Background: an optimization exercise with open tools, aiming at small area, a short achievable clock period and few clock cycles per item. Do not read the settings as production practice.
In this exercise RTL edits were held to simulation tests only and were not proved equivalent to the original.
Power figures rest on the tool's default switching activity, not on a simulated workload.

// ALU_64
module ALU_64 (
  input clk,
  input rst_b,
  input bgn,
  input [63:0]in_0,
  input [63:0]in_1,
  input [4:0]sel,
  output stop,
  output [63:0]out
);
For scale: roughly 200 I/O pins, about 25,000 um2 of cells after synthesis.
Settings: LEC_CHECK=0, CAP_MARGIN=20, CORE_MARGIN=2, CORE_UTILIZATION=40, PLACE_DENSITY=0.6, SETUP_SLACK_MARGIN=2.5, SLEW_MARGIN=20, BUFFER_PORTS_ARGS=-buffer_cell sky130_fd_sc_hd__buf_2; clock period 7.0 ns.
standard.sh (not shown) runs the stock make flow with config.mk's settings and CLKGATE_MAP_FILE= SYNTH_SCRIPT=/design/flow/synth_recipe.tcl, a recipe that flattens the netlist after the stock synthesis.
==> flow/flow/run.sh <==
#!/bin/bash
set -e
cd "$(dirname "$0")/.."
cp standard.sh flow_standard_copy.sh.log
echo "export BUFFER_PORTS_ARGS = -buffer_cell sky130_fd_sc_hd__buf_2" >> config.mk
bash standard.sh > standard_sh.log 2>&1
Testbench counts at the start, summed over its fixed seeds: cycles 21,768, ops 2,048.
Then changed:
--- a/flow/design.v
+++ b/flow/design.v
@@ -978,25 +978,25 @@
   wire fast     = mul_fast | (is_div & d_fast);
   wire mul_end  = mul_fast ? (cnt_a == 7'd8) : (cnt_a == 7'd2);
   wire [67:0] add_p = ({68{p_aq}} & {{2{A[64]}}, A, Q[63]}) |
                       ({68{p_a}}  & {{3{A[64]}}, A});
   wire [67:0] b_mag = ({68{b_m1}} & {{4{is_mul & M[63]}}, M}) |
                       ({68{b_m2}} & {{3{M[63]}}, M, 1'b0});
   wire [67:0] c_mag = ({68{c_m1}} & {{2{M[63]}}, M, 2'b00}) |
                       ({68{c_m2}} & {M[63], M, 3'b000});
   wire add_inv = b_inv;
   wire [67:0] b_op = b_mag ^ {68{add_inv}};
   wire [67:0] c_op = c_mag ^ {68{c_inv}};
   wire [67:0] cs_s = add_p ^ b_op ^ c_op;
-  wire [67:0] cs_c = p_in ? {4'b0000, in_0} :
+  wire [67:0] cs_c = {4'b0000, in_0 & {64{p_in}}} |
                      {(add_p[66:0] & b_op[66:0]) | (add_p[66:0] & c_op[66:0]) |
                       (b_op[66:0] & c_op[66:0]), c_inv};
   wire [68:0] sum_c = {cs_s, 1'b1} + {cs_c, add_inv};
   wire [67:0] sum = sum_c[68:1];
   wire run_to_hi  = is_mul ? mul_end : d_neg;
   wire run_to_div = is_div & ~d_neg & d_last;
   wire div_end    = (cnt_a == 7'd1);
   wire n_ldx  = s_idle & bgn;
   wire n_ldy  = s_ldx;
   wire n_run  = (s_ldy & op[1]) | (s_run & ~run_to_hi & ~run_to_div);
   wire n_div  = (s_run & run_to_div) | (s_div & ~div_end);
   wire n_corr = s_div & div_end & sum[67];
@@ -1061,41 +1061,41 @@
         cnt_a <= cnt_a + (d_fast ? 7'd16 : 7'd4);
         cnt_b <= cnt_b + (d_fast ? 7'd16 : 7'd4);
       end
     end
     if (s_div) cnt_a <= cnt_a - 7'd1;
   end
   wire y_to_m = is_mul & ~swap;
   always @(posedge clk) begin
     if (s_ldx | (s_ldy & y_to_m)) M <= in_0;
   end
   wire a_fast = s_run & fast;
   wire a_sh   = s_run & ~fast & ~(is_div & d_neg);
+  wire a_sum  = ~a_fast & ~a_sh;
+  always @(posedge clk)
+    A <= ({65{a_fast}} & {{16{A[64]}}, A[64:16]}) |
+         ({65{a_sh}}   & {sum[67], sum[67:4]}) |
+         ({65{a_sum}}  & sum[64:0]);
+  wire q_ld = s_ldx | (s_ldy & ~y_to_m);
+  wire q_en = q_ld | a_fast | a_sh | s_div;
   always @(posedge clk) begin
-    if (a_fast)    A <= {{16{A[64]}}, A[64:16]};
-    else if (a_sh) A <= {sum[67], sum[67:4]};
-    else           A <= sum[64:0];
-  end
-  always @(posedge clk) begin
-    if (s_ldx | (s_ldy & ~y_to_m)) Q <= in_0 & {64{~(s_ldy & is_div)}};
+    if (q_en)
+      Q <= ({64{q_ld & ~(s_ldy & is_div)}} & in_0) |
+           ({64{a_fast}} & {A[15:0], Q[63:16]}) |
+           ({64{a_sh}}   & {sum[3:0], Q[63:4]}) |
+           ({64{s_div}}  & {Q[62:0], ~sum[67]});
     if (s_ldy) q1 <= 1'b0;
-    if (a_fast) Q <= {A[15:0], Q[63:16]};
-    if (a_sh) begin
-      Q  <= {sum[3:0], Q[63:4]};
-      q1 <= Q[3];
-    end
-    if (s_div) Q <= {Q[62:0], ~sum[67]};
+    if (a_sh)  q1 <= Q[3];
   end
   assign stop = s_last;
-  wire [63:0] out_arith = out_q ? Q : A[63:0];
   reg [3:0] t;
   always @(*) begin
     case (sel[2:0])
       3'd0: t = 4'b1000;
       3'd1: t = 4'b0111;
       3'd2: t = 4'b1110;
       3'd3: t = 4'b0001;
       3'd4: t = 4'b0110;
       3'd5: t = 4'b1001;
       3'd6: t = 4'b0011;
       default: t = 4'b0101;
     endcase
@@ -1107,15 +1107,17 @@
   wire [3:0] te = t & {4{en_l}};
   wire [63:0] sl_src = {in_0[62:0], sel[2] & in_1[63]};
   wire [63:0] sr_src = {in_1[0], in_0[63:1]};
   wire [63:0] lut;
   genvar k;
   generate
     for (k = 0; k < 64; k = k + 1) begin : lb
       wire l0 = in_1[k] ? te[1] : te[0];
       wire l1 = in_1[k] ? te[3] : te[2];
       assign lut[k] = in_0[k] ? l1 : l0;
     end
   endgenerate
+  wire en_a = en_ar & ~out_q;
+  wire en_q = en_ar & out_q;
   assign out = lut | (sl_src & {64{en_sl}}) | (sr_src & {64{en_sr}}) |
-               (out_arith & {64{en_ar}});
+               (A[63:0] & {64{en_a}}) | (Q & {64{en_q}});
 endmodule
After rerunning:
- The new run completed with no timing, DRC or antenna violations
- flip-flop and latch count is unchanged
- fmax rises by about 3.6%
- cell count falls by about 6%
- sequential share of layout area rises by 0.78 points
- power falls by about 1.7%
- first-iteration DRC count rises by 1.8%
- routed wire length falls by about 9%
- synthesized cell count falls by 8.5%
- die area falls by about 6%
- core utilization rises by 1.3 points
- count of clock-buffer cells in the layout falls by 7
- hold slack gains 0.015 ns
- area after synthesis falls by about 6%
- cell area falls by 3.7%
Testbench counts after the change, summed over its fixed seeds: cycles 21,768, ops 2,048.

==> afterwards: timing with drivers on the ports <==
Ports are ideal in the flow. The routed layouts listed here were re-timed in OpenROAD.
Step 1 assumes that a clkbuf_16 drives the clock port and a buf_2 every other input.
Step 2 adds t to the input delays and takes it off the output delays; t is the mean of the earliest and latest rising clock arrival at the registers after step 1. Input paths then give back, and output paths get back, about the clock's delay inside the block.
a / b / c = no drivers / after step 1 / after step 2; a / b = the first two.
run | shift t [ns] | setup slack, ns | latest minus earliest clock arrival (ns)
the first run | 0.634 | 2.298 / 2.260 / 1.912 | 0.030 / 0.030
the second run | 0.678 | 2.461 / 2.461 / 2.041 | 0.032 / 0.032
After both steps every run listed still meets setup and hold. The setup slack of the second run, which loses most, moves by 0.000 ns with the drivers and by -0.420 ns with both steps.
